What follows belongs to an exercise in optimizing a design on an open flow for small area; a production flow would make more cautious choices. Power and IR drop assume default switching activity.

// dualcore
module dualcore(
    input clk,
    input reset,
    input  [24-1:0]  ins_code1_proc1,
    input  [24-1:0]  ins_code2_proc2,
    output [8-1:0]   pc_proc1_code1,
    output [8-1:0]   pc_proc2_code2,
    output [16-1:0] dataOut1,
    output [16-1:0] dataOut2
);
For scale: about 2600 cells after synthesis.
==> module processor, before the edit <==
module processor(
    input clk,
    input reset,
    input [24-1:0]  instruction,
    output reg[16-1:0] data,
    output[8-1:0]          pcCounter,
    output [2-1:0] rwToMem,
    output [16-1:0] addrToMem,
    output [16-1:0] dataToMem,
    input wire cacheEn,
    input wire[16-1:0] dataFromMem
);
reg[8-1:0]          counter;
reg[2-1:0] state;
reg[16-1:0]        regFile[4-1:0];
wire[4-1:0] op        = instruction[23:20];
wire[1:0] ri                 = instruction[17:16];
wire[16-1:0] insData = instruction[15:0];
wire [16-1:0] rdata  = regFile[ri];
assign pcCounter = counter;
wire inMem = (state == 2'd2);
assign rwToMem   = inMem ? {1'b0, op[1]} : 2'd2;
assign addrToMem = insData;
assign dataToMem = rdata;
always @(posedge clk) begin
    if(reset) begin
        data       <= 0;
        counter    <= 0;
        state      <= 2'd0;
        regFile[0] <= 0;
        regFile[1] <= 0;
        regFile[2] <= 0;
        regFile[3] <= 0;
    end
    else case(state)
        2'd0: state <= 2'd1;
        2'd1: case(op)
            4'd0: begin counter <= counter + 1'b1; state <= 2'd0; end
            4'd3: begin regFile[ri] <= insData; counter <= counter + 1'b1; state <= 2'd0; end
            4'd4: begin data <= rdata; counter <= counter + 1'b1; state <= 2'd0; end
            4'd1, 4'd2: state <= 2'd2;
            default: state <= 2'd3;
        endcase
        2'd2: if(cacheEn) begin
            if(!op[1]) regFile[ri] <= dataFromMem;
            counter <= counter + 1'b1;
            state   <= 2'd0;
        end
        default: ;
    endcase
end
endmodule
==> module memBus, before the edit <==
module memBus(
    input clk,
    input reset,
    input wire[2-1:0] rwFromCacheA,
    input wire[16-1:0]    addrFromCacheA,
    input wire[16-1:0]    dataFromCacheA,
    output reg[16-1:0]    dataToCacheA,
    output memEnA,
    input wire[2-1:0] rwFromCacheB,
    input wire[16-1:0]    addrFromCacheB,
    input wire[16-1:0]    dataFromCacheB,
    output reg[16-1:0]    dataToCacheB,
    output memEnB
);
reg [2:0] phase;     
reg       isWr;
reg       prefer;    
reg       cs;        
reg       memEn;
reg [4:0] maddr;
reg [4:0] ph;
assign memEnA = memEn & ~cs;
assign memEnB = memEn &  cs;
wire reqA  = (rwFromCacheA != 2'd2);
wire reqB  = (rwFromCacheB != 2'd2);
wire idle  = (phase == 0);
wire grant = idle && (reqA || reqB);
wire selB  = prefer ? reqB : !reqA;
wire [2-1:0] rwSel = selB ? rwFromCacheB : rwFromCacheA;
wire [4:0] addrSel = selB ? addrFromCacheB[4:0] : addrFromCacheA[4:0];
always @(posedge clk) begin
    if(reset) begin
        phase  <= 0;
        prefer <= 0;
        memEn  <= 0;
    end
    else case(phase)
        3'd0: begin
            memEn <= 0;
            if(grant) begin
                cs    <= selB;
                isWr  <= rwSel == 2'd1;
                maddr <= addrSel;
                phase <= 1;
            end
        end
        3'd6: begin
            memEn  <= 1;
            prefer <= ~cs;
            phase  <= 7;
        end
        3'd7: phase <= 0;
        default: phase <= phase + 1'b1;
    endcase
end
always @(posedge clk) begin
    if(reset) ph <= 0;
    else      ph <= ph + 1'b1;
end
wire       curB  = idle ? selB : cs;
wire       curWr = idle ? (rwSel == 2'd1) : isWr;
wire [4:0] pos   = (idle ? addrSel : maddr) + ph;
wire       rdWin = !reset && (grant || (phase != 0 && phase != 7)) && !curWr;
wire       wrWin = !reset && (grant || phase != 0) && curWr;
wire [16-1:0] wdata = curB ? dataFromCacheB : dataFromCacheA;
reg [16-1:0] ring [0:31];
reg [31:0] valid;
reg [16-1:0] rdata;
reg hit;
always @* begin
    hit = 1'b1;
    case(pos)
        5'd0:  rdata = valid[0]  ? ring[0]  : 0;
        5'd7:  rdata = valid[7]  ? ring[7]  : 0;
        5'd14: rdata = valid[14] ? ring[14] : 0;
        5'd21: rdata = valid[21] ? ring[21] : 0;
        5'd27: rdata = valid[27] ? ring[27] : 0;
        default: begin hit = 1'b0; rdata = {16{1'bx}}; end
    endcase
end
genvar p;
generate for(p = 0; p < 32; p = p + 1) begin : g_ring
    localparam integer PREV = (p + 31) % 32;
    if(p % 8 == 0) begin : g_tap
        wire ins = wrWin && (pos == PREV);
        always @(posedge clk) begin
            ring[p]  <= ins ? wdata : ring[PREV];
            valid[p] <= !reset && (ins || valid[PREV]);
        end
    end
    else begin : g_pass
        always @(posedge clk) begin
            ring[p]  <= ring[PREV];
            valid[p] <= !reset && valid[PREV];
        end
    end
end endgenerate
always @(posedge clk) begin
    if(rdWin && hit) begin
        if(curB) dataToCacheB <= rdata;
        else     dataToCacheA <= rdata;
    end
end
endmodule
Settings: LEC_CHECK=0, CAP_MARGIN=20, CORE_MARGIN=2, CORE_UTILIZATION=40, CTS_BUF_LIST=sky130_fd_sc_hd__clkbuf_16, CTS_CLUSTER_DIAMETER=60, CTS_CLUSTER_SIZE=25, SLEW_MARGIN=20; clock period 10.0 ns.
run.sh (not shown) runs the stock make flow with config.mk's settings and CLKGATE_MAP_FILE= SYNTH_SCRIPT=/design/flow/synth_recipe.tcl, a recipe that flattens the netlist after the stock synthesis.
The baseline finished clean.
Change:
--- a/flow/design.v
+++ b/flow/design.v
@@ -19,33 +19,36 @@
 wire [16-1:0] rdata  = regFile[ri];
 assign pcCounter = counter;
 wire inMem = (state == 2'd2);
 assign rwToMem   = inMem ? {1'b0, op[1]} : 2'd2;
 assign addrToMem = insData;
 assign dataToMem = rdata;
+wire setW = (state == 2'd1) && (op == 4'd3);
+wire ldW  = (state == 2'd2) && cacheEn && !op[1];
+wire [16-1:0] wd = ({16{setW && !reset}} & insData) |
+                           ({16{ldW  && !reset}} & dataFromMem);
+integer k;
+always @(posedge clk)
+    for(k = 0; k < 4; k = k + 1)
+        if(reset || ((setW || ldW) && ri == k))
+            regFile[k] <= wd;
 always @(posedge clk) begin
     if(reset) begin
         data       <= 0;
         counter    <= 0;
         state      <= 2'd0;
-        regFile[0] <= 0;
-        regFile[1] <= 0;
-        regFile[2] <= 0;
-        regFile[3] <= 0;
     end
     else case(state)
         2'd0: state <= 2'd1;
         2'd1: case(op)
-            4'd0: begin counter <= counter + 1'b1; state <= 2'd0; end
-            4'd3: begin regFile[ri] <= insData; counter <= counter + 1'b1; state <= 2'd0; end
+            4'd0, 4'd3: begin counter <= counter + 1'b1; state <= 2'd0; end
             4'd4: begin data <= rdata; counter <= counter + 1'b1; state <= 2'd0; end
             4'd1, 4'd2: state <= 2'd2;
             default: state <= 2'd3;
         endcase
         2'd2: if(cacheEn) begin
-            if(!op[1]) regFile[ri] <= dataFromMem;
             counter <= counter + 1'b1;
             state   <= 2'd0;
         end
         default: ;
     endcase
 end
@@ -399,41 +402,42 @@
 wire       curWr = idle ? (rwSel == 2'd1) : isWr;
 wire [4:0] pos   = (idle ? addrSel : maddr) + ph;
 wire       rdWin = !reset && (grant || (phase != 0 && phase != 7)) && !curWr;
 wire       wrWin = !reset && (grant || phase != 0) && curWr;
 wire [16-1:0] wdata = curB ? dataFromCacheB : dataFromCacheA;
 reg [16-1:0] ring [0:31];
-reg [31:0] valid;
+reg [2:0] zcnt;
+always @(posedge clk) begin
+    if(reset)              zcnt <= 0;
+    else if(zcnt != 3'd7)  zcnt <= zcnt + 1'b1;
+end
+wire zero = reset || (zcnt != 3'd7);
 reg [16-1:0] rdata;
 reg hit;
 always @* begin
     hit = 1'b1;
     case(pos)
-        5'd0:  rdata = valid[0]  ? ring[0]  : 0;
-        5'd7:  rdata = valid[7]  ? ring[7]  : 0;
-        5'd14: rdata = valid[14] ? ring[14] : 0;
-        5'd21: rdata = valid[21] ? ring[21] : 0;
-        5'd27: rdata = valid[27] ? ring[27] : 0;
+        5'd0:  rdata = ring[0];
+        5'd7:  rdata = ring[7];
+        5'd14: rdata = ring[14];
+        5'd21: rdata = ring[21];
+        5'd27: rdata = ring[27];
         default: begin hit = 1'b0; rdata = {16{1'bx}}; end
     endcase
 end
 genvar p;
 generate for(p = 0; p < 32; p = p + 1) begin : g_ring
     localparam integer PREV = (p + 31) % 32;
-    if(p % 8 == 0) begin : g_tap
+    if((p == 0) || (p == 7) || (p == 14) || (p == 21) || (p == 27)) begin : g_tap
         wire ins = wrWin && (pos == PREV);
-        always @(posedge clk) begin
-            ring[p]  <= ins ? wdata : ring[PREV];
-            valid[p] <= !reset && (ins || valid[PREV]);
-        end
+        always @(posedge clk)
+            ring[p] <= ins ? wdata : zero ? {16{1'b0}} : ring[PREV];
     end
     else begin : g_pass
-        always @(posedge clk) begin
-            ring[p]  <= ring[PREV];
-            valid[p] <= !reset && valid[PREV];
-        end
+        always @(posedge clk)
+            ring[p] <= ring[PREV];
     end
 end endgenerate
 always @(posedge clk) begin
     if(rdWin && hit) begin
         if(curB) dataToCacheB <= rdata;
         else     dataToCacheA <= rdata;
Effect:
- The changed run went through all stages and came out clean
- global-route usage fell by 0.37 points
- power decreases by a few percent
- cell area goes down by a few percent
- setup slack gets worse by 74 ps
- count of clock-buffer cells in the layout came out lower by 5
- worst hold slack gets worse by 27 ps
- fmax came out lower slightly
- via count goes down by a few percent
- sequential cell count falls by 29
- cell count falls by a few percent
- core utilization went up by 0.25 points
- synthesized area goes down by a few percent
- routed wire length went down by a few percent
- die area decreases by a few percent
No functional check of the RTL was part of any run of this note.

[re-timing with driven ports]
In the flow no input, the clock included, has a driving cell. The finished layouts below were timed again as built, in two steps.
Step 1, drivers: a clkbuf_16 drives clk and a buf_2 each remaining input, both assumed.
Step 2, shift: input delay + t, output delay - t, t = (earliest + latest rising clock arrival at the registers) / 2. This alone moves slack from input paths to output paths.
Slacks: no drivers / after step 1 / after step 2; pairs: no drivers / after step 1.
run | shift t [ns] | slack for setup (ns) | latest minus earliest clock arrival (ns) | slew at the worst register clock pin (ns)
the first run | 0.708 | 3.540 / 3.520 / 2.813 | 0.052 / 0.053 | 0.09 / 0.09
the second run | 0.701 | 3.466 / 3.503 / 2.802 | 0.044 / 0.044 | 0.10 / 0.10
After both steps setup and hold are still met in every run listed. The setup slack of the first run, which loses most, moves by -0.020 ns with the drivers and by -0.727 ns with both steps.
